Context: an optimization exercise on an open-source flow, tuned for small area and a short achievable clock period. The choices shown serve that exercise and are no tape-out recipe. No functional check of the RTL was part of any run shown here. No activity file was given, so power comes from the tool's default toggle rates.

$ cat flow/design.v
module FPGA #(parameter NUM_OF_TAPS = 6, SIZE = 20, NUM_OF_MODULES = 16) (
	input clk,
	input wire rst,
	input wire rx,
	output wire tx,
	output reg found_smth,
	output wire startedmod,
	output wire t1, t2, t3
);
assign t1 = 1'b0;
assign t2 = 1'b0;
assign t3 = 1'b0;
wire [NUM_OF_MODULES*48-1:0] co_all;
wire [NUM_OF_MODULES*6-1:0] co_we;
wire [7:0] wbus;
wire [NUM_OF_MODULES-1:0] found;
wire [NUM_OF_MODULES-1:0] failure;
wire [NUM_OF_MODULES-1:0] ena;
assign startedmod = ena[0];
Interface #(.NUM_OF_MODULES(NUM_OF_MODULES)) interfejs (
	.clk     (clk),
	.rst     (rst),
	.rx      (rx),
	.tx      (tx),
	.found   (found),
	.failure (failure),
	.ena     (ena),
	.co_we   (co_we),
	.wbus    (wbus),
	.co_all  (co_all)
);
genvar k;
generate
for (k = 0; k < NUM_OF_MODULES; k = k + 1) begin: eng
	NLFSR #(.SIZE(SIZE)) rejestr (
		.clk     (clk),
		.rst     (rst),
		.ena     (ena[k]),
		.we      (co_we[k*6 +: 6]),
		.wbus    (wbus),
		.co      (co_all[k*48 +: 48]),
		.failure (failure[k]),
		.found   (found[k])
	);
end
endgenerate
always @(posedge clk) begin
	if (rst)
		found_smth <= 1'b0;
	else if (found != {NUM_OF_MODULES{1'b0}})
		found_smth <= 1'b1;
end
endmodule
module Interface #(parameter NUM_OF_MODULES = 16)(
	input  clk,
	input  rst,
	input  rx,
	output tx,
	input  [NUM_OF_MODULES-1:0] found,
	input  [NUM_OF_MODULES-1:0] failure,
	output reg [NUM_OF_MODULES-1:0] ena,
	output [NUM_OF_MODULES*6-1:0]  co_we,
	output [7:0]                   wbus,
	input  [NUM_OF_MODULES*48-1:0] co_all
);
wire [7:0] byte_in;
reg  [7:0] byte_out;
reg        transmit_byte;
reg  [3:0] which;
localparam [3:0]
	IDLE          = 4'd0,
	RECEIVE       = 4'd1,
	ASSIGN_TO_REG = 4'd2,
	CONFIRM       = 4'd3,
	TRANSMIT_POLY = 4'd4,
	FOUND         = 4'd5,
	FAILURE       = 4'd6,
	RESET         = 4'd7,
	CAN_RECEIVE   = 4'd8,
	WAIT_FOR_ACCK = 4'd9,
	SIGNAL_FOUND  = 4'd10;
localparam [7:0]
	START     = 8'hf0,
	END       = 8'hff,
	ACCK      = 8'hf1,
	FAIL      = 8'hf2,
	CAN_REC   = 8'hf4,
	SIG_FOUND = 8'hf3;
reg [3:0] state;
reg [5:0] receive_count;
reg [3:0] assign_count;
reg [3:0] i;
wire tx_ready;
wire take_byte;
Transmitter transmitter (
	.clk  (clk),
	.res  (rst),
	.drl  (transmit_byte),
	.load (tx_ready),
	.din  (byte_out),
	.tx   (tx)
);
Receiver receiver (
	.clk  (clk),
	.res  (rst),
	.rx   (rx),
	.take (take_byte),
	.dout (byte_in)
);
wire [NUM_OF_MODULES-1:0] target = ~ena & (ena + 1'b1);
wire in_receive = (state == RECEIVE);
wire clear_tgt  = (state == CAN_RECEIVE);
wire wr_byte    = in_receive & take_byte & (byte_in != END);
wire [5:0] pos_we;
genvar p, e;
generate
for (p = 0; p < 6; p = p + 1) begin: POS
	assign pos_we[p] = clear_tgt | (wr_byte & (receive_count == p + 1));
end
for (e = 0; e < NUM_OF_MODULES; e = e + 1) begin: WE
	assign co_we[e*6 +: 6] = pos_we & {6{target[e]}};
end
endgenerate
assign wbus = byte_in & {8{in_receive}};
wire [47:0] rep_co = co_all[which*48 +: 48];
reg  [7:0]  rep_byte;
always @(*) begin
	case (i)
		4'd1: rep_byte = rep_co[7:0];
		4'd2: rep_byte = rep_co[15:8];
		4'd3: rep_byte = rep_co[23:16];
		4'd4: rep_byte = rep_co[31:24];
		4'd5: rep_byte = rep_co[39:32];
		default: rep_byte = rep_co[47:40];
	endcase
end
always @(posedge clk) begin
	if (rst) begin
		byte_out <= 8'h00;
		transmit_byte <= 1'b0;
		state <= IDLE;
		receive_count <= 1;
		assign_count <= 0;
		i <= 0;
		ena <= {NUM_OF_MODULES{1'b0}};
	end else
	case (state)
		RESET: begin
			byte_out <= 8'h00;
			transmit_byte <= 1'b0;
			state <= IDLE;
			receive_count <= 1;
			assign_count <= 0;
			i <= 0;
		end
		IDLE: begin
			if (found != {NUM_OF_MODULES{1'b0}}) begin
				state <= SIGNAL_FOUND;
				transmit_byte <= 1'b1;
				byte_out <= SIG_FOUND;
			end else if (take_byte && byte_in == START && ena != {NUM_OF_MODULES{1'b1}}) begin
				state <= CAN_RECEIVE;
				transmit_byte <= 1'b1;
				byte_out <= CAN_REC;
			end
			if (failure != {NUM_OF_MODULES{1'b0}})
				state <= FAILURE;
		end
		CAN_RECEIVE: begin
			if (tx_ready) begin
				state <= RECEIVE;
				transmit_byte <= 1'b0;
			end
		end
		RECEIVE: begin
			if (take_byte) begin
				if (byte_in == END)
					state <= ASSIGN_TO_REG;
				else
					receive_count <= receive_count + 1;
			end
		end
		ASSIGN_TO_REG: begin
			if (ena[assign_count] == 1'b0) begin
				ena[assign_count] <= 1'b1;
				byte_out <= ACCK;
				transmit_byte <= 1'b1;
				state <= CONFIRM;
			end else
				assign_count <= assign_count + 1;
		end
		SIGNAL_FOUND: begin
			if (tx_ready) begin
				state <= WAIT_FOR_ACCK;
				transmit_byte <= 1'b0;
			end
		end
		WAIT_FOR_ACCK: begin
			if (take_byte) begin
				if (byte_in == ACCK)
					state <= FOUND;
				else
					state <= IDLE;
			end
		end
		FOUND: begin
			if (found[i] == 1'b1) begin
				which <= i;
				transmit_byte <= 1'b1;
				state <= TRANSMIT_POLY;
				i <= 0;
			end else
				i <= i + 1;
		end
		TRANSMIT_POLY: begin
			if (tx_ready) begin
				if (i >= 4'd1 && i <= 4'd6) begin
					byte_out <= rep_byte;
					ena[which] <= 1'b0;
				end
				if (i == 4'd7)
					byte_out <= END;
				if (i == 4'd8) begin
					transmit_byte <= 1'b0;
					state <= RESET;
				end
				i <= i + 1;
			end
		end
		FAILURE: begin
			if (failure[i] == 1'b1) begin
				ena[i] <= 1'b0;
				byte_out <= FAIL;
				transmit_byte <= 1'b1;
				state <= CONFIRM;
			end else
				i <= i + 1;
		end
		CONFIRM: begin
			if (tx_ready)
				state <= RESET;
		end
		default: state <= state;
	endcase
end
endmodule
module NLFSR #(parameter SIZE = 20)(
	input             clk,
	input             rst,
	input             ena,
	input      [5:0]  we,
	input      [7:0]  wbus,
	output reg [47:0] co,
	output            failure,
	output            found
);
localparam [SIZE-1:0] INIT_VAL = {{SIZE-1{1'b0}}, 1'b1};
localparam [SIZE-1:0] CNT_INIT = {SIZE{1'b1}};
localparam integer CTAP = (SIZE == 9) ? 4 : (SIZE == 11) ? 2 : (SIZE == 7 || SIZE == 15) ? 1 : 3;
reg [SIZE-1:0] state;
reg [SIZE-1:0] cnt;
reg [1:0] st;
assign found   = st[1] & ~st[0];
assign failure = st[1] &  st[0];
integer b;
always @(posedge clk)
	for (b = 0; b < 6; b = b + 1)
		if (we[b]) co[b*8 +: 8] <= wbus;
wire [31:0] sx;
genvar k;
generate
for (k = 0; k < 32; k = k + 1) begin: SX
	if (k >= 1 && k < SIZE && k <= 19) assign sx[k] = state[k];
	else assign sx[k] = 1'b0;
end
endgenerate
wire [6:1] taps;
generate
for (k = 1; k <= 6; k = k + 1) begin: TAPSY
	wire [7:0] c = co[k*8-1 -: 8];
	assign taps[k] = (c[7:5] == 3'b000) & sx[c[4:0]];
end
endgenerate
wire feedback = state[0] ^ (taps[1] & taps[2]) ^ taps[3] ^ taps[4] ^ taps[5] ^ taps[6];
wire at_init  = (state == INIT_VAL);
wire cnt_home = (cnt == CNT_INIT);
always @(posedge clk) begin
	if (ena) begin
		state <= {feedback, state[SIZE-1:1]};
		cnt   <= {cnt[0] ^ cnt[CTAP], cnt[SIZE-1:1]};
	end else begin
		state <= INIT_VAL;
		cnt   <= CNT_INIT;
	end
end
always @(posedge clk) begin
	if (rst || !ena)
		st <= 2'b00;
	else if (st == 2'b00)
		st <= 2'b01;
	else if (st == 2'b01 && at_init)
		st <= cnt_home ? 2'b10 : 2'b11;
end
endmodule
module Receiver #(parameter [15:0] BIT_RATE_VAL = 16'h01B0) (
	input wire clk,
	input wire res,
	input wire rx,
	output wire take,
	output wire [7:0] dout
);
localparam [8:0] BR = BIT_RATE_VAL[8:0];
reg [2:0] FSM;
reg [3:0] bit_count;
reg [8:0] clk_count;
reg [8:0] received;
assign dout = received[7:0];
assign take = (FSM == 3'h5);
always @(posedge clk) begin
	if (res)
		FSM <= 3'h0;
	else begin
		case (FSM)
			3'h0: if (!rx) FSM <= 3'h1;
			3'h1: FSM <= 3'h2;
			3'h2: if (clk_count == 9'h000) FSM <= 3'h3;
			3'h3: FSM <= 3'h4;
			3'h4: if (bit_count == 4'h0) FSM <= 3'h5; else FSM <= 3'h2;
			default: FSM <= 3'h0;
		endcase
	end
end
always @(posedge clk) begin
	if (FSM == 3'h1)
		bit_count <= 4'ha;
	if (FSM == 3'h3)
		bit_count <= bit_count - 1;
end
always @(posedge clk) begin
	if (FSM == 3'h1)
		clk_count <= {1'b0, BR[8:1]};
	if (FSM == 3'h3)
		clk_count <= BR;
	if (FSM == 3'h2)
		clk_count <= clk_count - 1;
end
always @(posedge clk) begin
	if (FSM == 3'h3)
		received <= {rx, received[8:1]};
end
endmodule
module Transmitter #(parameter [15:0] BIT_RATE_VAL = 16'h01B0)(
	input wire clk,
	input wire res,
	input wire drl,
	output wire load,
	input wire [7:0] din,
	output wire tx
);
localparam [8:0] BR = BIT_RATE_VAL[8:0];
reg [2:0] FSM;
reg [3:0] bit_count;
reg [8:0] clk_count;
reg [9:0] transmit;
reg tx_reg;
assign tx = tx_reg;
assign load = (FSM == 3'h1);
always @(posedge clk) begin
	if (res)
		FSM <= 3'h0;
	else begin
		case (FSM)
			3'h0: if (drl) FSM <= 3'h1;
			3'h1: FSM <= 3'h2;
			3'h2: FSM <= 3'h3;
			3'h3: FSM <= 3'h4;
			3'h4: if (clk_count == 9'h000) FSM <= 3'h5;
			3'h5: if (bit_count == 4'h0) FSM <= 3'h0; else FSM <= 3'h3;
			default: FSM <= 3'h0;
		endcase
	end
end
always @(posedge clk) begin
	if (FSM == 3'h2)
		bit_count <= 4'ha;
	if (FSM == 3'h3)
		bit_count <= bit_count - 1;
end
always @(posedge clk) begin
	if (FSM == 3'h3)
		clk_count <= BR;
	if (FSM == 3'h4)
		clk_count <= clk_count - 1;
end
always @(posedge clk) begin
	if (FSM == 3'h2)
		transmit <= {1'b1, din, 1'b0};
	if (FSM == 3'h3)
		transmit <= {1'b0, transmit[9:1]};
end
always @(posedge clk) begin
	if (res)
		tx_reg <= 1'b1;
	else if (FSM == 3'h3)
		tx_reg <= transmit[0];
end
endmodule
$ cat flow/run.sh
#!/bin/bash
# synth_recipe.tcl (not shown) runs the flow's synth.tcl, then flattens the netlist and writes it again
# the make line also repeats each setting of config.mk as NAME=value (left out here)
make -C /OpenROAD-flow-scripts/flow DESIGN_CONFIG=/design/flow/config.mk WORK_HOME=/design/flow/orfs CLKGATE_MAP_FILE= SYNTH_SCRIPT=/design/flow/synth_recipe.tcl finish
$ cat flow/config.mk
export PLATFORM = sky130hd
export DESIGN_NAME = FPGA
export DESIGN_NICKNAME = FPGA
export VERILOG_FILES = /design/flow/design.v
export SDC_FILE = /design/flow/constraint.sdc
export NUM_CORES = 8
export LEC_CHECK = 0
export CAP_MARGIN = 30
export CORE_MARGIN = 2
export CORE_UTILIZATION = 40
export SLEW_MARGIN = 30
$ cat flow/constraint.sdc
create_clock -name core_clock -period 10.0 [get_ports {clk}]
set_input_delay 2.0000 -clock core_clock [delete_from_list [all_inputs] [get_ports {clk}]]
set_output_delay 2.0000 -clock core_clock [all_outputs]
set_load 0.01 [all_outputs]
==> metrics.json, run 1 <==
{
  "outcome": {
    "status": "timing/DRC/antenna clean"
  },
  "synth": {
    "synthDominantCellAreaShare": 0.332,
    "yosysTopAreaCell": "sky130_fd_sc_hd__edfxtp_1",
    "synth_top_flop_cell": "sky130_fd_sc_hd__edfxtp_1",
    "yosys_warnings": 5,
    "postSynth.asyncResetShare": 0,
    "number_of_instances_in_the_synthesized_netlist": 5551,
    "top_cells_by_area_synth": "sky130_fd_sc_hd__edfxtp_1 (33%), sky130_fd_sc_hd__dfxtp_1 (20%), sky130_fd_sc_hd__mux4_2 (17%)",
    "synthTopCellsByCount": "sky130_fd_sc_hd__edfxtp_1 (816), sky130_fd_sc_hd__dfxtp_1 (724), sky130_fd_sc_hd__mux4_2 (554)",
    "netlist_area_mm2": 0.0739,
    "synth_edf_count": 816,
    "syn_avg_cell_area_um2": 13.3,
    "synth_cell_type_count": 84,
    "synth_seq_area_share": 0.528,
    "most_repeated_cell_in_the_gate_level_netlist_after_synthesis": "sky130_fd_sc_hd__edfxtp_1",
    "postSynthRegisterBits": 1540
  },
  "worst_setup_path": {
    "crit_path_arrival_time_ps": 2360,
    "timing.reg2reg.setup_slack_ps": 5860,
    "worst_setup_end_kind": "output port",
    "timing.critical_path.from_type": "flop",
    "timing.critical_path.fanout_max": 51,
    "timing.setup.critical_path_class": "flop to output port",
    "critical_path.startpoint": "interfejs.ena[0]",
    "critPathRequiredTime_ps": 8000,
    "rr_startpoint": "interfejs.state[1]"
  },
  "route": {
    "wire_length_on_met1_um": 93400,
    "wl_per_cell_um": 30.7,
    "via_per_inst": 6.32,
    "remaining_drc_errors": 0,
    "routed-wl-met2_um": 111000,
    "met3_routed_wirelength_um": 28700,
    "wirelength_um": 246000,
    "drtPass1Iterations": 8,
    "routed.top_layer": "met5",
    "first_iter_violations": 7600,
    "vias": 50700,
    "drt.antenna.violating_nets": 0
  },
  "run": {
    "maxCapViolations": 0
  },
  "timing": {
    "final-max-slew-violation-count": 0,
    "timing.clock.skew_ps": 30.5,
    "setup_total_negative_slack_ps": 0,
    "rsz0062_at_grt": "no",
    "setup_slack_after_layout_ps": 5640,
    "slew_headroom": 0.226,
    "worst-slew-pin-transition_ps": 1130,
    "post_layout_minimum_cycle_time_ps": 4360,
    "final_cycle_utilization_of_the_critical_path": 0.436,
    "setup_viol": 0,
    "clock.fmax_mhz": 229,
    "final-hold-violation-count": 0
  },
  "clocking": {
    "cts.clk_slew.worst_paths_ps": 60,
    "ctsLongestPathBuffers": 3,
    "cts.root.buffer_cell": "sky130_fd_sc_hd__clkbuf_16",
    "cts_num_sinks": 1540,
    "insertion_delay_ps": 810,
    "tritoncts.num_buffers": 160,
    "postCtsSetupBuffers": 0,
    "cts_hold_buf": 0,
    "post_cts_resized": 0,
    "cts-htree-levels": 4,
    "clock_tree_from_tritoncts": "built"
  },
  "floorplan": {
    "core-area_mm2": 0.183,
    "rows": 157,
    "die_width_um": 434,
    "io-pin-count": 9,
    "die_h_um": 434,
    "die_area_mm2": 0.188,
    "start_util": 0.403
  },
  "placement": {
    "finalWeightedCongestion": 0.993,
    "buffer_ports.inserted": 5,
    "dpl_worst_slack_ps": 5780,
    "post-dp-hpwl_um": 178000
  },
  "hold_path": {
    "hp_start": "interfejs.receiver.received[8]",
    "hold_path_class": "flop to flop"
  },
  "finish": {
    "largest_reg_flops": 768,
    "max_flop_register": "eng.rejestr.co",
    "layout-drive-gt1-share": 0.176,
    "nNetsFinal": 5437,
    "layout-area-overhead-vs-synth_pct": 10.4,
    "reg.largest.list": "eng.rejestr.co: 768 flops, eng.rejestr.cnt: 320 flops, eng.rejestr.state: 320 flops",
    "utilization_after_layout": 0.445
  },
  "global_routing": {
    "first_pass_grt_wire_length_um": 352000,
    "grt.overflow.total": 0,
    "grt_max_degree": 127,
    "grt.total_usage": 0.259,
    "initial_antenna_violation_count": 31,
    "vias_in_the_first_global_route": 47900
  },
  "power": {
    "power_density_mw_per_mm2": 173,
    "power.static_leakage_nw": 27.8,
    "clockPowerShare": 0.441,
    "share_seq_of_total_power": 0.499,
    "power.net_switching_mw": 3.40,
    "comb_power_share": 0.060,
    "swShare": 0.240,
    "vdd_drop_max_v": 0.000151,
    "intPower_mw": 10.7
  }
}
[worst max-delay path: stages, from the launching register on]
cell                              delay [ps]
sky130_fd_sc_hd__dfxtp_2                 330
sky130_fd_sc_hd__buf_4                   500
sky130_fd_sc_hd__clkdlybuf4s50_1         660
[per-stage QoR]
step	std cells	total power, mW	hold WS [ps]	instance area (um^2)
after global routing	8012	14.5	432	81600
after global placement	7712	8.02	404	76000
after detailed placement	7712	8.02	408	76000
final	8013	14.1	420	81600
after CTS	8010	14.2	403	81600
after floorplan	5553	7.58	400	73900
[cell usage in the layout, fill, tap and decap left out, types with 87 or more instances in the layout]
cell	n
sky130_fd_sc_hd__nand4_1	103
sky130_fd_sc_hd__mux2i_1	273
sky130_fd_sc_hd__clkbuf_16	169
sky130_fd_sc_hd__mux4_2	554
sky130_fd_sc_hd__nor2_1	269
sky130_fd_sc_hd__a21oi_1	87
sky130_fd_sc_hd__edfxtp_1	816
sky130_fd_sc_hd__nand2b_1	435
sky130_fd_sc_hd__nor2b_1	87
sky130_fd_sc_hd__and2_1	307
sky130_fd_sc_hd__dfxtp_1	723
sky130_fd_sc_hd__nand2_1	215
sky130_fd_sc_hd__nor4_1	92
[cell type report]
cell class,count,area [um^2]
sequential,1540,39000
fill,16300,102000
antenna,3,7.51
clock inverter,83,961
tap,2464,3080
clock buffer,215,4560
multi-input combinational,3568,33200
timing repair buffer,54,443
inverter,86,323
[worst paths after layout]
path                                                        to  depth (start not counted)
worst max-delay path                                startedmod                          2
worst min-delay path            interfejs.receiver.received[7]                          0
worst min register to register  interfejs.receiver.received[7]                          0
worst max register to register           eng[8].rejestr.co[18]                          7
[metal layers]
metal	track usage	vias to the layer above
met5	0	-
met2	0.396	3185
met3	0.0660	589
li1	-	21200
met4	0.119	40
met1	0.345	25600
[kinds of logic (layout without fill, tap and decap cells)]
kind of cell / Yosys count / in the layout / share of synthesized area
AND/OR/NAND/NOR: 2000 / 2000 / 0.158
flip-flops: 1540 / 1540 / 0.528
multiplexers: 901 / 901 / 0.217
AO/OA/AOI/OAI: 550 / 550 / 0.0527
buffers and inverters: 445 / 438 / 0.0241
XOR/XNOR: 90 / 90 / 0.0169
adder cells (fa/ha/maj): 24 / 24 / 0.00406
other: 1 / 6 / 0.0000507
[power groups by stage]
stage          Sequential [mW]  Combinational, mW  Clock, mW
3_3_place_gp              7.19              0.823          0
3_5_place_dp              7.19              0.827          0
6_report                  7.06              0.848       6.23
5_1_grt                   7.07              0.870       6.58
4_1_cts                   7.06              0.826       6.34
2_1_floorplan             7.08              0.509          0
==> run 2: changes to the inputs <==
--- a/flow/design.v
+++ b/flow/design.v
@@ -11,6 +11,6 @@
 assign t2 = 1'b0;
 assign t3 = 1'b0;
-wire [NUM_OF_MODULES*48-1:0] co_all;
-wire [NUM_OF_MODULES*6-1:0] co_we;
+wire [NUM_OF_MODULES*8-1:0] heads;
+wire [NUM_OF_MODULES-1:0] rot;
 wire [7:0] wbus;
 wire [NUM_OF_MODULES-1:0] found;
@@ -26,7 +26,7 @@
 	.failure (failure),
 	.ena     (ena),
-	.co_we   (co_we),
+	.rot     (rot),
 	.wbus    (wbus),
-	.co_all  (co_all)
+	.heads   (heads)
 );
 genvar k;
@@ -37,7 +37,7 @@
 		.rst     (rst),
 		.ena     (ena[k]),
-		.we      (co_we[k*6 +: 6]),
+		.rot     (rot[k]),
 		.wbus    (wbus),
-		.co      (co_all[k*48 +: 48]),
+		.head    (heads[k*8 +: 8]),
 		.failure (failure[k]),
 		.found   (found[k])
@@ -60,7 +60,7 @@
 	input  [NUM_OF_MODULES-1:0] failure,
 	output reg [NUM_OF_MODULES-1:0] ena,
-	output [NUM_OF_MODULES*6-1:0]  co_we,
-	output [7:0]                   wbus,
-	input  [NUM_OF_MODULES*48-1:0] co_all
+	output [NUM_OF_MODULES-1:0]   rot,
+	output [7:0]                  wbus,
+	input  [NUM_OF_MODULES*8-1:0] heads
 );
 wire [7:0] byte_in;
@@ -108,31 +108,42 @@
 	.dout (byte_in)
 );
-wire [NUM_OF_MODULES-1:0] target = ~ena & (ena + 1'b1);
-wire in_receive = (state == RECEIVE);
-wire clear_tgt  = (state == CAN_RECEIVE);
-wire wr_byte    = in_receive & take_byte & (byte_in != END);
-wire [5:0] pos_we;
-genvar p, e;
-generate
-for (p = 0; p < 6; p = p + 1) begin: POS
-	assign pos_we[p] = clear_tgt | (wr_byte & (receive_count == p + 1));
+reg [3:0] tgt;
+integer t;
+always @(*) begin
+	tgt = 4'd0;
+	for (t = NUM_OF_MODULES - 1; t >= 0; t = t - 1)
+		if (!ena[t]) tgt = t;
+end
+wire go_can = (state == IDLE) && found == {NUM_OF_MODULES{1'b0}} && failure == {NUM_OF_MODULES{1'b0}} &&
+              take_byte && byte_in == START && ena != {NUM_OF_MODULES{1'b1}};
+wire go_wr  = (state == RECEIVE) && take_byte && byte_in != END;
+reg       sq_busy;
+reg       sq_clr;
+reg [2:0] sq_cnt;
+always @(posedge clk) begin
+	if (rst)
+		sq_busy <= 1'b0;
+	else if (go_can || go_wr)
+		sq_busy <= 1'b1;
+	else if (sq_cnt == 3'd5)
+		sq_busy <= 1'b0;
+	if (go_can || go_wr) begin
+		sq_clr <= go_can;
+		sq_cnt <= 3'd0;
+	end else
+		sq_cnt <= sq_cnt + 1'b1;
 end
-for (e = 0; e < NUM_OF_MODULES; e = e + 1) begin: WE
-	assign co_we[e*6 +: 6] = pos_we & {6{target[e]}};
+wire rd_step = (state == TRANSMIT_POLY) && tx_ready && i >= 4'd1 && i <= 4'd6;
+wire [3:0] sel = (state == TRANSMIT_POLY) ? which : tgt;
+wire [7:0] head_sel = heads[sel*8 +: 8];
+wire inject = (receive_count == {3'b000, sq_cnt} + 6'd2);
+assign wbus = !sq_busy ? head_sel : sq_clr ? 8'h00 : inject ? byte_in : head_sel;
+wire do_rot = sq_busy | rd_step;
+genvar e;
+generate
+for (e = 0; e < NUM_OF_MODULES; e = e + 1) begin: ROT
+	assign rot[e] = do_rot && (sel == e);
 end
 endgenerate
-assign wbus = byte_in & {8{in_receive}};
-wire [47:0] rep_co = co_all[which*48 +: 48];
-reg  [7:0]  rep_byte;
-always @(*) begin
-	case (i)
-		4'd1: rep_byte = rep_co[7:0];
-		4'd2: rep_byte = rep_co[15:8];
-		4'd3: rep_byte = rep_co[23:16];
-		4'd4: rep_byte = rep_co[31:24];
-		4'd5: rep_byte = rep_co[39:32];
-		default: rep_byte = rep_co[47:40];
-	endcase
-end
 always @(posedge clk) begin
 	if (rst) begin
@@ -216,5 +227,5 @@
 			if (tx_ready) begin
 				if (i >= 4'd1 && i <= 4'd6) begin
-					byte_out <= rep_byte;
+					byte_out <= head_sel;
 					ena[which] <= 1'b0;
 				end
@@ -249,22 +260,21 @@
 	input             rst,
 	input             ena,
-	input      [5:0]  we,
+	input             rot,
 	input      [7:0]  wbus,
-	output reg [47:0] co,
+	output     [7:0]  head,
 	output            failure,
 	output            found
 );
-localparam [SIZE-1:0] INIT_VAL = {{SIZE-1{1'b0}}, 1'b1};
-localparam [SIZE-1:0] CNT_INIT = {SIZE{1'b1}};
 localparam integer CTAP = (SIZE == 9) ? 4 : (SIZE == 11) ? 2 : (SIZE == 7 || SIZE == 15) ? 1 : 3;
-reg [SIZE-1:0] state;
+reg [SIZE-1:0] nstate;
 reg [SIZE-1:0] cnt;
 reg [1:0] st;
 assign found   = st[1] & ~st[0];
 assign failure = st[1] &  st[0];
-integer b;
+reg [47:0] co;
 always @(posedge clk)
-	for (b = 0; b < 6; b = b + 1)
-		if (we[b]) co[b*8 +: 8] <= wbus;
+	if (rot) co <= {wbus, co[47:8]};
+assign head = co[7:0];
+wire [SIZE-1:0] state = {~nstate[SIZE-1:1], nstate[0]};
 wire [31:0] sx;
 genvar k;
@@ -283,14 +293,9 @@
 endgenerate
 wire feedback = state[0] ^ (taps[1] & taps[2]) ^ taps[3] ^ taps[4] ^ taps[5] ^ taps[6];
-wire at_init  = (state == INIT_VAL);
-wire cnt_home = (cnt == CNT_INIT);
+wire at_init  = &nstate;
+wire cnt_home = &cnt;
 always @(posedge clk) begin
-	if (ena) begin
-		state <= {feedback, state[SIZE-1:1]};
-		cnt   <= {cnt[0] ^ cnt[CTAP], cnt[SIZE-1:1]};
-	end else begin
-		state <= INIT_VAL;
-		cnt   <= CNT_INIT;
-	end
+	nstate <= {~(ena & feedback), nstate[SIZE-1:2], ~(ena & nstate[1])};
+	cnt    <= {~ena | (cnt[0] ^ cnt[CTAP]), cnt[SIZE-1:1]};
 end
 always @(posedge clk) begin
==> flow/flow/run.sh (new file) <==
#!/bin/bash
# The standard layout (the standard.sh, which runs the standard synthesis
# unchanged), with repair_timing asked for more setup slack than the 10 ns
# clock needs, so that the layout's critical paths get sized and buffered
# down towards the period the design can reach.
set -euo pipefail
MARGIN=$(cat flow/setup_margin)
bash standard.sh SETUP_SLACK_MARGIN=$MARGIN finish > standard.log 2>&1
==> flow/flow/setup_margin (new file) <==
6.8
==> flow/standard.sh (new file) <==
#!/bin/bash
# synth_recipe.tcl (not shown) runs the flow's synth.tcl, then flattens the netlist and writes it again
# the make line also repeats each setting of config.mk as NAME=value (left out here)
make -C /OpenROAD-flow-scripts/flow DESIGN_CONFIG=/design/flow/config.mk WORK_HOME=/design/flow/orfs CLKGATE_MAP_FILE= SYNTH_SCRIPT=/design/flow/synth_recipe.tcl "${@:-finish}"
--- a/flow/config.mk
+++ b/flow/config.mk
@@ -6,6 +6,7 @@
 export NUM_CORES = 8
 export LEC_CHECK = 0
-export CAP_MARGIN = 30
+export CAP_MARGIN = 20
 export CORE_MARGIN = 2
-export CORE_UTILIZATION = 40
-export SLEW_MARGIN = 30
+export CORE_UTILIZATION = 60
+export PLACE_DENSITY_LB_ADDON = 0.2
+export SLEW_MARGIN = 20
removed: flow/run.sh
==> metrics.json, run 2 <==
{
  "outcome": {
    "status": "timing/DRC/antenna clean"
  },
  "clocking": {
    "clock_tree_from_tritoncts": "built",
    "cts.clk_slew.worst_paths_ps": 60,
    "cts-htree-levels": 4,
    "cts.root.buffer_cell": "sky130_fd_sc_hd__clkbuf_16",
    "tritoncts.num_buffers": 153,
    "insertion_delay_ps": 780,
    "cts_num_sinks": 1545,
    "ctsLongestPathBuffers": 3
  },
  "timing": {
    "hold_ws_ps": 344,
    "setup_viol": 0,
    "timing.clock.skew_ps": 42.3,
    "final-hold-violation-count": 0,
    "slew_headroom": 0.331,
    "rsz0062_at_grt": "yes",
    "final-max-slew-violation-count": 0,
    "post_layout_minimum_cycle_time_ps": 3350,
    "setup_total_negative_slack_ps": 0,
    "worst-slew-pin-transition_ps": 1000,
    "final_cycle_utilization_of_the_critical_path": 0.335,
    "clock.fmax_mhz": 299
  },
  "synth": {
    "number_of_instances_in_the_synthesized_netlist": 4475,
    "netlist_area_mm2": 0.0637,
    "synthTopCellsByCount": "sky130_fd_sc_hd__edfxtp_1 (817), sky130_fd_sc_hd__dfxtp_1 (728), sky130_fd_sc_hd__mux4_2 (399)",
    "synth_seq_area_share": 0.614,
    "yosysTopAreaCell": "sky130_fd_sc_hd__edfxtp_1",
    "postSynth.asyncResetShare": 0,
    "top_cells_by_area_synth": "sky130_fd_sc_hd__edfxtp_1 (39%), sky130_fd_sc_hd__dfxtp_1 (23%), sky130_fd_sc_hd__mux4_2 (14%)",
    "synth_edf_count": 817,
    "synthDominantCellAreaShare": 0.385,
    "synth_top_flop_cell": "sky130_fd_sc_hd__edfxtp_1",
    "syn_avg_cell_area_um2": 14.2,
    "postSynthRegisterBits": 1545,
    "synth_cell_type_count": 82,
    "most_repeated_cell_in_the_gate_level_netlist_after_synthesis": "sky130_fd_sc_hd__edfxtp_1",
    "yosys_warnings": 5
  },
  "route": {
    "vias": 41800,
    "wl_per_cell_um": 27.6,
    "first_iter_violations": 5932,
    "met3_routed_wirelength_um": 17800,
    "wire_length_on_met1_um": 67800,
    "via_per_inst": 6.85,
    "drt.antenna.violating_nets": 0,
    "drtPass1Iterations": 9,
    "remaining_drc_errors": 0,
    "wirelength_um": 168000,
    "routed-wl-met2_um": 74800,
    "routed.top_layer": "met5"
  },
  "floorplan": {
    "die_h_um": 330,
    "io-pin-count": 9,
    "die_width_um": 330,
    "core-area_mm2": 0.105,
    "die_area_mm2": 0.109,
    "rows": 119,
    "start_util": 0.605
  },
  "global_routing": {
    "grt.total_usage": 0.308,
    "grt.overflow.total": 0,
    "grt_max_degree": 49,
    "vias_in_the_first_global_route": 40000,
    "first_pass_grt_wire_length_um": 253000,
    "initial_antenna_violation_count": 13
  },
  "worst_setup_path": {
    "timing.critical_path.fanout_max": 5,
    "path_cells": "buf_12 > or4b_4 > buf_6 > nor2_4 > a31oi_4 > buf_12 > buf_6 > and3_4 > a211oi_4 > buf_4 > o21ai_4 > o311ai_4 > o2111ai_4 > buf_12 > clkbuf_16",
    "timing.critical_path.from_type": "flop",
    "critPathRequiredTime_ps": 10510,
    "crit_path_arrival_time_ps": 3860,
    "worst_setup_end_kind": "flop",
    "timing.critical_path.slowest_cell_delay_ps": 570,
    "critPathMostFrequentCell": "sky130_fd_sc_hd__buf_12",
    "critical_path.slowest_cell": "sky130_fd_sc_hd__or4b_4",
    "timing.reg2reg.setup_slack_ps": 6650,
    "rr_startpoint": "interfejs.state[1]",
    "timing.setup.critical_path_class": "flop to flop",
    "critical_path.startpoint": "interfejs.state[1]"
  },
  "finish": {
    "final_common_cell": "sky130_fd_sc_hd__edfxtp_1",
    "layout-area-overhead-vs-synth_pct": 14.4,
    "max_flop_register": "eng.rejestr.co",
    "reg.largest.list": "eng.rejestr.co: 768 flops, eng.rejestr.cnt: 320 flops, eng.rejestr.nstate: 320 flops",
    "postLayoutCellArea_mm2": 0.0728,
    "layout-drive-gt1-share": 0.219,
    "largest_reg_flops": 768,
    "layout_common_cells": "sky130_fd_sc_hd__edfxtp_1 (817), sky130_fd_sc_hd__dfxtp_1 (702), sky130_fd_sc_hd__mux4_2 (399)",
    "nNetsFinal": 4610
  },
  "power": {
    "vdd_drop_max_v": 0.000210,
    "power.static_leakage_nw": 24.2,
    "power_density_mw_per_mm2": 195
  },
  "hold_path": {
    "hp_start": "eng[9].rejestr.cnt[10]",
    "hold_path_class": "flop to flop"
  },
  "placement": {
    "post-dp-hpwl_um": 110000,
    "buffer_ports.inserted": 5,
    "finalWeightedCongestion": 0.990,
    "instance_area_after_placement_mm2": 0.0651
  },
  "run": {
    "maxCapViolations": 0
  }
}
## run 2: worst paths after layout
path                      endpoint  depth (start not counted)
max          eng[4].rejestr.co[45]                         15
min reg2reg  eng[9].rejestr.cnt[9]                          0
max reg2reg  eng[4].rejestr.co[45]                         15
min          eng[9].rejestr.cnt[9]                          0
## run 2: cell families after synthesis
family,synth area share
DFF,0.614
and+or+nand+nor,0.0999
AOI/OAI and AO/OA,0.0750
muxes,0.171
buffers and inverters,0.0169
xor gates and xnor gates,0.0179
adders and majority gates,0.00491
other,0.0000589
## run 2: metrics by stage
step,setup WS (ps),util,cells,total power [mW]
2_1_floorplan,6680,-,4477,7.53
3_3_place_gp,4980,0.619,5688,7.88
3_5_place_dp,4980,0.619,5688,7.89
4_1_cts,6720,0.680,6039,14.0
5_1_grt,6630,0.692,6106,14.6
6_report,6650,0.692,6109,14.2
## run 2: final cells by class
class                           count  area (um^2)
Timing Repair Buffer              153         1740
Clock inverter                     60          598
Antenna cell                        5         12.5
Sequential cell                  1545        39200
Multi-Input combinational cell   2667        24600
Clock buffer                      226         4700
Fill cell                        6990        32400
Tap cell                         1391         1740
Inverter                           62          233
## run 2: where the power goes
| part | leakage (nW) | total (mW) | internal, mW | switching [mW] |
|---|---|---|---|---|
| clock network | 2.60 | 5.93 | 3.49 | 2.44 |
| registers | 13.2 | 6.90 | 6.79 | 0.104 |
| logic | 8.39 | 1.36 | 0.568 | 0.797 |
## run 2: layer usage
layer | up-vias | track usage
li1 | 18100 | -
met1 | 20900 | 0.449
met2 | 2427 | 0.451
met3 | 457 | 0.0670
met4 | 6 | 0.131
met5 | - | 0
## run 2: repair_timing
| action | CTS | global route |
|---|---|---|
| pin swaps | 25 | 36 |
| endpoints found under the setup margin | 924 | 782 |
| resized for setup | 146 | 117 |
| gates cloned | 7 | 7 |
| buffers inserted | 58 | 58 |
| hold buffers | 0 | 0 |
## run 2: worst max-delay path, delay by kind of cell, from the launching register on
kind            cells  cell delay (ps)
buf+inv             7             1090
flops               1              350
compound gates      5              720
simple gates        3              930
==> run 3: changes to the inputs <==
--- a/flow/design.v
+++ b/flow/design.v
@@ -118,7 +118,10 @@
               take_byte && byte_in == START && ena != {NUM_OF_MODULES{1'b1}};
 wire go_wr  = (state == RECEIVE) && take_byte && byte_in != END;
+wire rd_step = (state == TRANSMIT_POLY) && tx_ready && i >= 4'd1 && i <= 4'd6;
 reg       sq_busy;
 reg       sq_clr;
 reg [2:0] sq_cnt;
+reg       rot_q, zero_q, inj_q, rd_q;
+reg [3:0] sel_q;
 always @(posedge clk) begin
 	if (rst)
@@ -126,5 +129,5 @@
 	else if (go_can || go_wr)
 		sq_busy <= 1'b1;
-	else if (sq_cnt == 3'd5)
+	else if (sq_cnt == 3'd6)
 		sq_busy <= 1'b0;
 	if (go_can || go_wr) begin
@@ -133,15 +136,16 @@
 	end else
 		sq_cnt <= sq_cnt + 1'b1;
+	rot_q  <= sq_busy && sq_cnt <= 3'd5;
+	zero_q <= sq_busy && sq_clr;
+	inj_q  <= sq_busy && !sq_clr && receive_count == {3'b000, sq_cnt} + 6'd2;
+	rd_q   <= rd_step;
+	sel_q  <= (state == TRANSMIT_POLY) ? which : tgt;
 end
-wire rd_step = (state == TRANSMIT_POLY) && tx_ready && i >= 4'd1 && i <= 4'd6;
-wire [3:0] sel = (state == TRANSMIT_POLY) ? which : tgt;
-wire [7:0] head_sel = heads[sel*8 +: 8];
-wire inject = (receive_count == {3'b000, sq_cnt} + 6'd2);
-assign wbus = !sq_busy ? head_sel : sq_clr ? 8'h00 : inject ? byte_in : head_sel;
-wire do_rot = sq_busy | rd_step;
+wire [7:0] head_sel = heads[sel_q*8 +: 8];
+assign wbus = zero_q ? 8'h00 : inj_q ? byte_in : head_sel;
 genvar e;
 generate
 for (e = 0; e < NUM_OF_MODULES; e = e + 1) begin: ROT
-	assign rot[e] = do_rot && (sel == e);
+	assign rot[e] = (rot_q || rd_q) && (sel_q == e);
 end
 endgenerate
@@ -193,6 +197,6 @@
 		end
 		ASSIGN_TO_REG: begin
-			if (ena[assign_count] == 1'b0) begin
-				ena[assign_count] <= 1'b1;
+			if (assign_count == tgt) begin
+				ena[tgt] <= 1'b1;
 				byte_out <= ACCK;
 				transmit_byte <= 1'b1;
@@ -316,42 +320,35 @@
 );
 localparam [8:0] BR = BIT_RATE_VAL[8:0];
-reg [2:0] FSM;
+localparam [8:0] FIRST = {1'b0, BR[8:1]} + 9'd2;
+localparam [8:0] NEXT  = BR + 9'd2;
+reg       busy;
 reg [3:0] bit_count;
 reg [8:0] clk_count;
-reg [8:0] received;
-assign dout = received[7:0];
-assign take = (FSM == 3'h5);
+reg [7:0] received;
+wire tick = (clk_count == 9'd0);
+assign take = busy & tick & (bit_count == 4'd0);
+assign dout = received;
 always @(posedge clk) begin
 	if (res)
-		FSM <= 3'h0;
-	else begin
-		case (FSM)
-			3'h0: if (!rx) FSM <= 3'h1;
-			3'h1: FSM <= 3'h2;
-			3'h2: if (clk_count == 9'h000) FSM <= 3'h3;
-			3'h3: FSM <= 3'h4;
-			3'h4: if (bit_count == 4'h0) FSM <= 3'h5; else FSM <= 3'h2;
-			default: FSM <= 3'h0;
-		endcase
-	end
+		busy <= 1'b0;
+	else if (!busy)
+		busy <= !rx;
+	else if (take)
+		busy <= 1'b0;
 end
 always @(posedge clk) begin
-	if (FSM == 3'h1)
+	if (!busy) begin
+		clk_count <= FIRST;
 		bit_count <= 4'ha;
-	if (FSM == 3'h3)
-		bit_count <= bit_count - 1;
-end
-always @(posedge clk) begin
-	if (FSM == 3'h1)
-		clk_count <= {1'b0, BR[8:1]};
-	if (FSM == 3'h3)
-		clk_count <= BR;
-	if (FSM == 3'h2)
-		clk_count <= clk_count - 1;
-end
-always @(posedge clk) begin
-	if (FSM == 3'h3)
-		received <= {rx, received[8:1]};
+	end else if (!tick)
+		clk_count <= clk_count - 1'b1;
+	else begin
+		clk_count <= (bit_count == 4'd1) ? 9'd1 : NEXT;
+		bit_count <= bit_count - 1'b1;
+	end
 end
+always @(posedge clk)
+	if (busy && tick && bit_count != 4'd0 && bit_count != 4'd1)
+		received <= {rx, received[7:1]};
 endmodule
 module Transmitter #(parameter [15:0] BIT_RATE_VAL = 16'h01B0)(
==> flow/flow/setup_margin (replaced) <==
6.9
--- a/flow/config.mk
+++ b/flow/config.mk
@@ -9,4 +9,6 @@
 export CORE_MARGIN = 2
 export CORE_UTILIZATION = 60
+export CTS_CLUSTER_DIAMETER = 100
+export CTS_CLUSTER_SIZE = 24
 export PLACE_DENSITY_LB_ADDON = 0.2
 export SLEW_MARGIN = 20
==> metrics.json, run 3 <==
{
  "outcome": {
    "status": "timing/DRC/antenna clean"
  },
  "synth": {
    "postSynth.asyncResetShare": 0,
    "synthTopCellsByCount": "sky130_fd_sc_hd__edfxtp_1 (803), sky130_fd_sc_hd__dfxtp_1 (747), sky130_fd_sc_hd__mux4_2 (425)",
    "synth_compound_area_frac": 0.0625,
    "post_synth_and_or_nand_nor_area_fraction": 0.0963,
    "top_cells_by_area_synth": "sky130_fd_sc_hd__edfxtp_1 (38%), sky130_fd_sc_hd__dfxtp_1 (24%), sky130_fd_sc_hd__mux4_2 (15%)",
    "netlist_area_mm2": 0.0631,
    "synth_edf_count": 803,
    "synth_top_flop_cell": "sky130_fd_sc_hd__edfxtp_1",
    "synthDominantCellAreaShare": 0.382,
    "syn_avg_cell_area_um2": 14.7,
    "yosys-mux-area-fraction": 0.184,
    "synth_cell_type_count": 92,
    "synth_seq_area_share": 0.619,
    "postSynthRegisterBits": 1550,
    "most_repeated_cell_in_the_gate_level_netlist_after_synthesis": "sky130_fd_sc_hd__edfxtp_1",
    "yosysTopAreaCell": "sky130_fd_sc_hd__edfxtp_1",
    "yosys_warnings": 5,
    "largest_family_of_logic_cells_by_synthesized_area": "multiplexers",
    "synth_fa_ha_area_frac": 0.00476,
    "synth-xor-area-share": 0.0182,
    "number_of_instances_in_the_synthesized_netlist": 4285
  },
  "placement": {
    "buffer_ports.inserted": 5,
    "dpl_worst_slack_ps": 5160,
    "instance_area_after_placement_mm2": 0.0645,
    "post-dp-hpwl_um": 100000,
    "finalWeightedCongestion": 0.951
  },
  "clocking": {
    "cts-htree-levels": 3,
    "tritoncts.num_buffers": 74,
    "cts.clk_slew.worst_paths_ps": 100,
    "ctsLongestPathBuffers": 3,
    "clock_tree_from_tritoncts": "built",
    "insertion_delay_ps": 690,
    "cts.root.buffer_cell": "sky130_fd_sc_hd__clkbuf_16",
    "cts_num_sinks": 1550
  },
  "hold_path": {
    "hold_path_class": "flop to flop"
  },
  "worst_setup_path": {
    "timing.reg2reg.setup_slack_ps": 7000,
    "rr_startpoint": "interfejs.ena[2]",
    "path_delay_family": "flip-flops",
    "r2r.worst_path.cells": 8,
    "crit_path_arrival_time_ps": 1170,
    "critical_path.slowest_cell": "sky130_fd_sc_hd__dfxtp_4",
    "critPathRequiredTime_ps": 8000,
    "timing.critical_path.from_type": "flop",
    "cp-endpoint": "startedmod",
    "timing.critical_path.fanout_max": 2,
    "timing.critical_path.slowest_cell_delay_ps": 360,
    "crit-reg2reg-capture": "interfejs.ena[5]",
    "cp.buffers_inverters": 1,
    "critical_path.startpoint": "interfejs.ena[0]",
    "timing.setup.critical_path_class": "flop to output port",
    "worst_setup_end_kind": "output port",
    "critical_path_stages": 1,
    "path_cells": "buf_6"
  },
  "finish": {
    "layout-area-overhead-vs-synth_pct": 5.80,
    "postLayoutCellArea_mm2": 0.0668,
    "layout-drive-gt1-share": 0.154,
    "nNetsFinal": 4233,
    "largest_reg_flops": 768,
    "final_common_cell": "sky130_fd_sc_hd__edfxtp_1",
    "reg.largest.list": "eng.rejestr.co: 768 flops, eng.rejestr.cnt: 320 flops, eng.rejestr.nstate: 320 flops",
    "max_flop_register": "eng.rejestr.co",
    "layout_common_cells": "sky130_fd_sc_hd__edfxtp_1 (803), sky130_fd_sc_hd__dfxtp_1 (735), sky130_fd_sc_hd__mux4_2 (425)",
    "n_antenna_cell": 0,
    "utilization_after_layout": 0.643
  },
  "timing": {
    "setup_slack_after_layout_ps": 6830,
    "setup_total_negative_slack_ps": 0,
    "rsz0062_at_grt": "yes",
    "clock.fmax_mhz": 316,
    "timing.clock.skew_ps": 24.3,
    "hold_ws_ps": 339,
    "final_cycle_utilization_of_the_critical_path": 0.317,
    "setup_viol": 0,
    "final-hold-violation-count": 0,
    "slew_headroom": 0.318,
    "post_layout_minimum_cycle_time_ps": 3170,
    "worst-slew-pin-transition_ps": 1020,
    "final-max-slew-violation-count": 0
  },
  "route": {
    "first_iter_violations": 4554,
    "remaining_drc_errors": 0,
    "vias": 38200,
    "via_per_inst": 6.76,
    "wirelength_um": 147000,
    "drt.antenna.violating_nets": 0,
    "drtPass1Iterations": 5,
    "wl_per_cell_um": 26.0
  },
  "floorplan": {
    "io-pin-count": 9,
    "rows": 118,
    "die_area_mm2": 0.108,
    "start_util": 0.607,
    "die_h_um": 328,
    "core-area_mm2": 0.104,
    "die_width_um": 328
  },
  "global_routing": {
    "first_pass_grt_wire_length_um": 225000,
    "vias_in_the_first_global_route": 36600,
    "grt.overflow.total": 0,
    "grt_max_degree": 49,
    "grt.total_usage": 0.273,
    "initial_antenna_violation_count": 7
  },
  "power": {
    "vdd_drop_max_v": 0.000230,
    "power.static_leakage_nw": 21.4,
    "power_density_mw_per_mm2": 170
  },
  "run": {
    "maxCapViolations": 0
  }
}
run 3: area by class of cell:
cell class                 count  area, um^2
clock inverter                 6        75.1
clock buffer                 130        2130
tap                         1380        1730
multi-input combinational   2503       23300
inverter                      45         185
timing repair buffer          32         275
fill                        7486       37100
sequential                  1550       39100
run 3: cells by family after synthesis:
| group | Yosys count |
|---|---|
| buffers and inverters | 234 |
| XOR/XNOR | 117 |
| AND/OR/NAND/NOR | 1150 |
| multiplexers | 620 |
| other | 1 |
| AO/OA/AOI/OAI | 589 |
| adder cells (fa/ha/maj) | 24 |
| flip-flops | 1550 |
run 3: how the worst min path moves through the flow:
stage                         endpoint  cells past startpoint  slack, ps                    start
2_1_floorplan  eng[11].rejestr.cnt[15]                      0        330  eng[11].rejestr.cnt[16]
3_3_place_gp    eng[9].rejestr.cnt[15]                      0        330   eng[9].rejestr.cnt[16]
3_5_place_dp    eng[12].rejestr.cnt[9]                      0        340  eng[12].rejestr.cnt[10]
4_1_cts         eng[8].rejestr.cnt[17]                      0        350   eng[8].rejestr.cnt[18]
5_1_grt        eng[11].rejestr.cnt[10]                      0        350  eng[11].rejestr.cnt[11]
6_report         eng[7].rejestr.cnt[1]                      0        340    eng[7].rejestr.cnt[2]
run 3: what timing repair did:
item / CTS / global route
setup buffers: 1 / 0
gates cloned: 0 / 0
resized for setup: 31 / 11
endpoints found under the hold margin: 0 / 0
endpoints found under the setup margin: 123 / 65
hold buffers: 0 / 0
run 3: per-layer routing:
metal  track usage  up-vias  wire, um
li1              -    16900         -
met5             0        -        14
met3        0.0377      267     10700
met1         0.402    19300     61700
met2         0.425     1707     69200
met4        0.0858        2      4880
run 3: through the flow:
step	total power [mW]	instances
6_report	11.3	5646
5_1_grt	11.7	5646
4_1_cts	11.4	5646
3_5_place_dp	8.04	5509
3_3_place_gp	8.03	5509
2_1_floorplan	7.60	4287
run 3: where the power goes:
group | total [mW] | switching (mW) | leakage, nW | internal (mW)
clock | 3.43 | 1.96 | 1.05 | 1.48
sequential | 6.93 | 0.141 | 13.3 | 6.79
combinational | 0.982 | 0.650 | 7.08 | 0.332
==> run 4: changes to the inputs <==
--- a/flow/design.v
+++ b/flow/design.v
@@ -11,6 +11,6 @@
 assign t2 = 1'b0;
 assign t3 = 1'b0;
-wire [NUM_OF_MODULES*8-1:0] heads;
-wire [NUM_OF_MODULES-1:0] rot;
+wire [NUM_OF_MODULES*8-1:0] heads_a, heads_b;
+wire [NUM_OF_MODULES-1:0] inj_a, inj_b;
 wire [7:0] wbus;
 wire [NUM_OF_MODULES-1:0] found;
@@ -26,7 +26,9 @@
 	.failure (failure),
 	.ena     (ena),
-	.rot     (rot),
+	.inj_a   (inj_a),
+	.inj_b   (inj_b),
 	.wbus    (wbus),
-	.heads   (heads)
+	.heads_a (heads_a),
+	.heads_b (heads_b)
 );
 genvar k;
@@ -37,7 +39,9 @@
 		.rst     (rst),
 		.ena     (ena[k]),
-		.rot     (rot[k]),
+		.inj_a   (inj_a[k]),
+		.inj_b   (inj_b[k]),
 		.wbus    (wbus),
-		.head    (heads[k*8 +: 8]),
+		.head_a  (heads_a[k*8 +: 8]),
+		.head_b  (heads_b[k*8 +: 8]),
 		.failure (failure[k]),
 		.found   (found[k])
@@ -60,7 +64,9 @@
 	input  [NUM_OF_MODULES-1:0] failure,
 	output reg [NUM_OF_MODULES-1:0] ena,
-	output [NUM_OF_MODULES-1:0]   rot,
+	output [NUM_OF_MODULES-1:0]   inj_a,
+	output [NUM_OF_MODULES-1:0]   inj_b,
 	output [7:0]                  wbus,
-	input  [NUM_OF_MODULES*8-1:0] heads
+	input  [NUM_OF_MODULES*8-1:0] heads_a,
+	input  [NUM_OF_MODULES*8-1:0] heads_b
 );
 wire [7:0] byte_in;
@@ -89,5 +95,4 @@
 reg [3:0] state;
 reg [5:0] receive_count;
-reg [3:0] assign_count;
 reg [3:0] i;
 wire tx_ready;
@@ -115,39 +120,58 @@
 		if (!ena[t]) tgt = t;
 end
-wire go_can = (state == IDLE) && found == {NUM_OF_MODULES{1'b0}} && failure == {NUM_OF_MODULES{1'b0}} &&
-              take_byte && byte_in == START && ena != {NUM_OF_MODULES{1'b1}};
-wire go_wr  = (state == RECEIVE) && take_byte && byte_in != END;
-wire rd_step = (state == TRANSMIT_POLY) && tx_ready && i >= 4'd1 && i <= 4'd6;
-reg       sq_busy;
-reg       sq_clr;
-reg [2:0] sq_cnt;
-reg       rot_q, zero_q, inj_q, rd_q;
-reg [3:0] sel_q;
+wire any_found   = found != {NUM_OF_MODULES{1'b0}};
+wire any_failure = failure != {NUM_OF_MODULES{1'b0}};
+wire all_busy    = ena == {NUM_OF_MODULES{1'b1}};
+wire go_can = (state == IDLE) && !any_found && !any_failure && take_byte && byte_in == START && !all_busy;
+wire go_wr  = (state == RECEIVE) && take_byte && byte_in != END &&
+              receive_count >= 6'd1 && receive_count <= 6'd6;
+function phase_ok(input [2:0] p, input [1:0] f);
+	phase_ok = (p == 3'd1) ? !f[0] :
+	           (p == 3'd2) ?  f[0] :
+	           (f == p[1:0] + 2'd1);
+endfunction
+reg [1:0] ph;
+reg [2:0] clr_left;
+reg       wr_pend;
+reg       ia_q, ib_q, zero_q;
+wire [2:0] wr_pos = receive_count[2:0] - 3'd1;
+wire wr_now = wr_pend && phase_ok(wr_pos, ph + 2'd1);
 always @(posedge clk) begin
+	ph <= ph + 2'd1;
 	if (rst)
-		sq_busy <= 1'b0;
-	else if (go_can || go_wr)
-		sq_busy <= 1'b1;
-	else if (sq_cnt == 3'd6)
-		sq_busy <= 1'b0;
-	if (go_can || go_wr) begin
-		sq_clr <= go_can;
-		sq_cnt <= 3'd0;
-	end else
-		sq_cnt <= sq_cnt + 1'b1;
-	rot_q  <= sq_busy && sq_cnt <= 3'd5;
-	zero_q <= sq_busy && sq_clr;
-	inj_q  <= sq_busy && !sq_clr && receive_count == {3'b000, sq_cnt} + 6'd2;
-	rd_q   <= rd_step;
-	sel_q  <= (state == TRANSMIT_POLY) ? which : tgt;
+		clr_left <= 3'd0;
+	else if (go_can)
+		clr_left <= 3'd4;
+	else if (clr_left != 3'd0)
+		clr_left <= clr_left - 1'b1;
+	if (rst)
+		wr_pend <= 1'b0;
+	else if (go_wr)
+		wr_pend <= 1'b1;
+	else if (wr_now)
+		wr_pend <= 1'b0;
+	zero_q <= clr_left != 3'd0;
+	ia_q   <= clr_left != 3'd0 || (wr_now && wr_pos <= 3'd2);
+	ib_q   <= clr_left != 3'd0 || (wr_now && wr_pos >= 3'd3);
 end
-wire [7:0] head_sel = heads[sel_q*8 +: 8];
-assign wbus = zero_q ? 8'h00 : inj_q ? byte_in : head_sel;
+assign wbus = zero_q ? 8'h00 : byte_in;
 genvar e;
 generate
-for (e = 0; e < NUM_OF_MODULES; e = e + 1) begin: ROT
-	assign rot[e] = (rot_q || rd_q) && (sel_q == e);
+for (e = 0; e < NUM_OF_MODULES; e = e + 1) begin: INJ
+	assign inj_a[e] = ia_q && (tgt == e);
+	assign inj_b[e] = ib_q && (tgt == e);
 end
 endgenerate
+reg  [7:0] rd_a, rd_b;
+integer r;
+always @(*) begin
+	rd_a = 8'h00;
+	rd_b = 8'h00;
+	for (r = 0; r < NUM_OF_MODULES; r = r + 1) begin
+		rd_a = rd_a | (heads_a[r*8 +: 8] & {8{which == r}});
+		rd_b = rd_b | (heads_b[r*8 +: 8] & {8{which == r}});
+	end
+end
+wire rd_here = i >= 4'd1 && i <= 4'd6 && phase_ok(i[2:0], ph);
 always @(posedge clk) begin
 	if (rst) begin
@@ -156,5 +180,4 @@
 		state <= IDLE;
 		receive_count <= 1;
-		assign_count <= 0;
 		i <= 0;
 		ena <= {NUM_OF_MODULES{1'b0}};
@@ -166,18 +189,17 @@
 			state <= IDLE;
 			receive_count <= 1;
-			assign_count <= 0;
 			i <= 0;
 		end
 		IDLE: begin
-			if (found != {NUM_OF_MODULES{1'b0}}) begin
+			if (any_found) begin
 				state <= SIGNAL_FOUND;
 				transmit_byte <= 1'b1;
 				byte_out <= SIG_FOUND;
-			end else if (take_byte && byte_in == START && ena != {NUM_OF_MODULES{1'b1}}) begin
+			end else if (take_byte && byte_in == START && !all_busy) begin
 				state <= CAN_RECEIVE;
 				transmit_byte <= 1'b1;
 				byte_out <= CAN_REC;
 			end
-			if (failure != {NUM_OF_MODULES{1'b0}})
+			if (any_failure)
 				state <= FAILURE;
 		end
@@ -197,5 +219,5 @@
 		end
 		ASSIGN_TO_REG: begin
-			if (assign_count == tgt) begin
+			if (i == tgt) begin
 				ena[tgt] <= 1'b1;
 				byte_out <= ACCK;
@@ -203,5 +225,5 @@
 				state <= CONFIRM;
 			end else
-				assign_count <= assign_count + 1;
+				i <= i + 1;
 		end
 		SIGNAL_FOUND: begin
@@ -230,8 +252,6 @@
 		TRANSMIT_POLY: begin
 			if (tx_ready) begin
-				if (i >= 4'd1 && i <= 4'd6) begin
-					byte_out <= head_sel;
+				if (i >= 4'd1 && i <= 4'd6)
 					ena[which] <= 1'b0;
-				end
 				if (i == 4'd7)
 					byte_out <= END;
@@ -241,5 +261,6 @@
 				end
 				i <= i + 1;
-			end
+			end else if (rd_here)
+				byte_out <= (i <= 4'd2) ? rd_a : rd_b;
 		end
 		FAILURE: begin
@@ -264,7 +285,9 @@
 	input             rst,
 	input             ena,
-	input             rot,
+	input             inj_a,
+	input             inj_b,
 	input      [7:0]  wbus,
-	output     [7:0]  head,
+	output     [7:0]  head_a,
+	output     [7:0]  head_b,
 	output            failure,
 	output            found
@@ -276,8 +299,13 @@
 assign found   = st[1] & ~st[0];
 assign failure = st[1] &  st[0];
-reg [47:0] co;
-always @(posedge clk)
-	if (rot) co <= {wbus, co[47:8]};
-assign head = co[7:0];
+reg [15:0] ra;
+reg [31:0] rb;
+always @(posedge clk) begin
+	ra <= {inj_a ? wbus : ra[7:0], ra[15:8]};
+	rb <= {inj_b ? wbus : rb[7:0], rb[31:8]};
+end
+assign head_a = ra[7:0];
+assign head_b = rb[7:0];
+wire [47:0] co = {rb, ra};
 wire [SIZE-1:0] state = {~nstate[SIZE-1:1], nstate[0]};
 wire [31:0] sx;
==> metrics.json, run 4 <==
{
  "power": {
    "share_seq_of_total_power": 0.631,
    "vdd_drop_max_v": 0.000168,
    "power_density_mw_per_mm2": 166,
    "power.static_leakage_nw": 20.9,
    "clockPowerShare": 0.324,
    "power.net_switching_mw": 2.48,
    "swShare": 0.240,
    "comb_power_share": 0.045,
    "intPower_mw": 7.86,
    "total_power_mw": 10.3
  },
  "finish": {
    "nNetsFinal": 4871,
    "postLayoutCellArea_mm2": 0.0623,
    "layout-drive-gt1-share": 0.160,
    "reg.largest.list": "eng.rejestr.rb: 512 flops, eng.rejestr.cnt: 320 flops, eng.rejestr.nstate: 320 flops",
    "layout_common_cells": "sky130_fd_sc_hd__dfxtp_1 (1,488), sky130_fd_sc_hd__nand2_1 (447), sky130_fd_sc_hd__mux4_2 (388)",
    "largest_reg_flops": 512,
    "final_common_cell": "sky130_fd_sc_hd__dfxtp_1",
    "max_flop_register": "eng.rejestr.rb",
    "layoutNonFillerInstCount": 6132,
    "layout-area-overhead-vs-synth_pct": 5.90
  },
  "global_routing": {
    "grt.overflow.total": 0,
    "grt_max_degree": 45,
    "grt.total_usage": 0.346,
    "vias_in_the_first_global_route": 39700,
    "first_pass_grt_wire_length_um": 260000,
    "initial_antenna_violation_count": 11
  },
  "worst_setup_path": {
    "critical_path_stages": 1,
    "crit_path_arrival_time_ps": 1230,
    "crit-reg2reg-capture": "interfejs.byte_out[3]",
    "timing.critical_path.from_type": "flop",
    "critPathRequiredTime_ps": 8000,
    "rr_startpoint": "interfejs.which[1]",
    "timing.critical_path.fanout_max": 2,
    "path_delay_family": "flip-flops",
    "timing.setup.critical_path_class": "flop to output port",
    "worst_setup_end_kind": "output port",
    "critical_path.startpoint": "found_smth",
    "cp.buffers_inverters": 1,
    "critical_path.slowest_cell": "sky130_fd_sc_hd__dfxtp_4",
    "timing.reg2reg.setup_slack_ps": 6820,
    "path_cells": "buf_6",
    "timing.critical_path.slowest_cell_delay_ps": 410,
    "r2r.worst_path.cells": 12
  },
  "synth": {
    "synthDominantCellAreaShare": 0.514,
    "synth_compound_area_frac": 0.109,
    "synthTopCellsByCount": "sky130_fd_sc_hd__dfxtp_1 (1,508), sky130_fd_sc_hd__nand2_1 (447), sky130_fd_sc_hd__mux4_2 (388)",
    "postSynthRegisterBits": 1542,
    "largest_family_of_logic_cells_by_synthesized_area": "multiplexers",
    "top_cells_by_area_synth": "sky130_fd_sc_hd__dfxtp_1 (51%), sky130_fd_sc_hd__mux4_2 (15%), sky130_fd_sc_hd__o21ai_0 (3.0%)",
    "yosysTopAreaCell": "sky130_fd_sc_hd__dfxtp_1",
    "synth-xor-area-share": 0.0192,
    "yosys_warnings": 5,
    "most_repeated_cell_in_the_gate_level_netlist_after_synthesis": "sky130_fd_sc_hd__dfxtp_1",
    "synth_fa_ha_area_frac": 0.00617,
    "synth_cell_type_count": 85,
    "synth_top_flop_cell": "sky130_fd_sc_hd__dfxtp_1",
    "synth_seq_area_share": 0.531,
    "synth_edf_count": 34,
    "netlist_area_mm2": 0.0588,
    "syn_avg_cell_area_um2": 11.9,
    "postSynth.asyncResetShare": 0,
    "yosys-mux-area-fraction": 0.196,
    "post_synth_and_or_nand_nor_area_fraction": 0.118,
    "number_of_instances_in_the_synthesized_netlist": 4960
  },
  "hold_path": {
    "hold_path_class": "flop to flop",
    "hold_end": "eng[12].rejestr.rb[5]",
    "hp_start": "eng[12].rejestr.rb[13]",
    "whs_path_depth": 0
  },
  "floorplan": {
    "rows": 114,
    "die_width_um": 317,
    "start_util": 0.607,
    "io-pin-count": 9,
    "die_h_um": 317,
    "core-area_mm2": 0.0969,
    "die_area_mm2": 0.100
  },
  "clocking": {
    "clock_tree_from_tritoncts": "built",
    "cts-htree-levels": 3,
    "insertion_delay_ps": 700,
    "tritoncts.num_buffers": 75,
    "cts_num_sinks": 1542,
    "cts.clk_slew.worst_paths_ps": 110,
    "ctsLongestPathBuffers": 3,
    "cts.root.buffer_cell": "sky130_fd_sc_hd__clkbuf_16"
  },
  "timing": {
    "setup_viol": 0,
    "final-max-slew-violation-count": 0,
    "clock.fmax_mhz": 310,
    "rsz0062_at_grt": "yes",
    "worst-slew-pin-transition_ps": 1250,
    "setup_total_negative_slack_ps": 0,
    "hold_ws_ps": 330,
    "post_layout_minimum_cycle_time_ps": 3230,
    "final-hold-violation-count": 0,
    "timing.clock.skew_ps": 33.6,
    "final_cycle_utilization_of_the_critical_path": 0.323,
    "slew_headroom": 0.165
  },
  "route": {
    "drtPass1Iterations": 6,
    "wl_per_cell_um": 28.5,
    "wirelength_um": 175000,
    "first_iter_violations": 5444,
    "drt.antenna.violating_nets": 0,
    "vias": 42000,
    "via_per_inst": 6.85,
    "remaining_drc_errors": 0
  },
  "placement": {
    "post-dp-hpwl_um": 126000,
    "finalWeightedCongestion": 1.01,
    "buffer_ports.inserted": 5,
    "instance_area_after_placement_mm2": 0.0596,
    "place.detailed.instances": 6011
  },
  "outcome": {
    "status": "timing/DRC/antenna clean"
  },
  "run": {
    "maxCapViolations": 0
  }
}
[run 4: kinds of logic (layout without fill, tap and decap cells)]
group                      Yosys count  in the layout
muxes                              647            647
other                                1              5
buffers and inverters              317            209
and+or+nand+nor                   1349           1349
xor gates and xnor gates           113            113
DFF                               1542           1542
AOI/OAI and AO/OA                  962            962
adders and majority gates           29             29
[run 4: how the worst max path moves through the flow]
stage / slack (ps) / endpoint
after floorplan: 6940 / interfejs.which[0]
after global placement: 6230 / interfejs.ena[2]
after detailed placement: 6180 / interfejs.ena[2]
after CTS: 6760 / found_smth
after global routing: 6750 / found_smth
final: 6770 / found_smth
[run 4: stage by stage]
step	setup slack (ps)	utilization
floorplan	6940	-
global placement	6230	0.616
detailed placement	6180	0.616
CTS	6760	0.640
global route	6750	0.643
finish	6770	0.643
[run 4: area by class of cell]
type | count | area [um^2]
inverter | 62 | 233
sequential | 1542 | 31200
multi-input combinational | 3103 | 26700
timing repair buffer | 55 | 447
fill | 7449 | 34600
antenna | 2 | 5.00
clock buffer | 83 | 1950
clock inverter | 9 | 111
tap | 1276 | 1600
[run 4: power by group through the flow]
stage               Combinational [mW]  Clock, mW  Sequential (mW)
CTS                              0.449       3.39             6.51
floorplan                        0.342          0             6.50
finish                           0.467       3.35             6.52
global route                     0.487       3.59             6.54
detailed placement               0.446          0             6.65
global placement                 0.439          0             6.65
[run 4: timing repair]
item                                    CTS  global route
endpoints found under the setup margin  292           127
pin swaps                                 3             7
hold buffers                              0             0
buffers inserted                         12            15
resized for setup                        84            46
[run 4: metal layers]
metal  up-vias  routed length [um]  track usage  share of wire
met4        12                9050        0.152          0.052
met2      2149               76200        0.516           0.44
met1     20900               72800        0.495           0.42
met3       405               16700       0.0654          0.096
met5         -                  94            0        0.00054
li1      18500                   -            -              -

==> static timing again, ports no longer ideal <==
The flow's constraints put no driver on any port. The routed layouts listed below were extracted and timed again, unchanged, in two steps. Step 1 (the two cells are an assumption about what drives the block):
set clk [get_ports {clk}]
set_driving_cell -lib_cell sky130_fd_sc_hd__clkbuf_16 $clk
set_driving_cell -lib_cell sky130_fd_sc_hd__buf_2 [delete_from_list [all_inputs] $clk]
Step 2 moves the port delays by t, midway between the first and last clock arrival at a register: inputs arrive t later, outputs are due t later. That takes back most of the time a late clock gives input paths. a / b / c = ideal / step 1 / step 2; a / b = the first two.
run | t (ns) | setup slack, ns | cell pins on the clock port's net
run 1 | 0.879 | 5.642 / 5.560 / 5.739 | 1
run 2 | 0.831 | 6.651 / 6.651 / 6.092 | 1
run 3 | 0.749 | 6.832 / 6.758 / 6.195 | 1
run 4 | 0.762 | 6.775 / 6.699 / 6.276 | 1
After both steps every run listed still meets setup and hold. The setup slack of run 3, which loses most, moves by -0.074 ns with the drivers and by -0.637 ns with both steps.
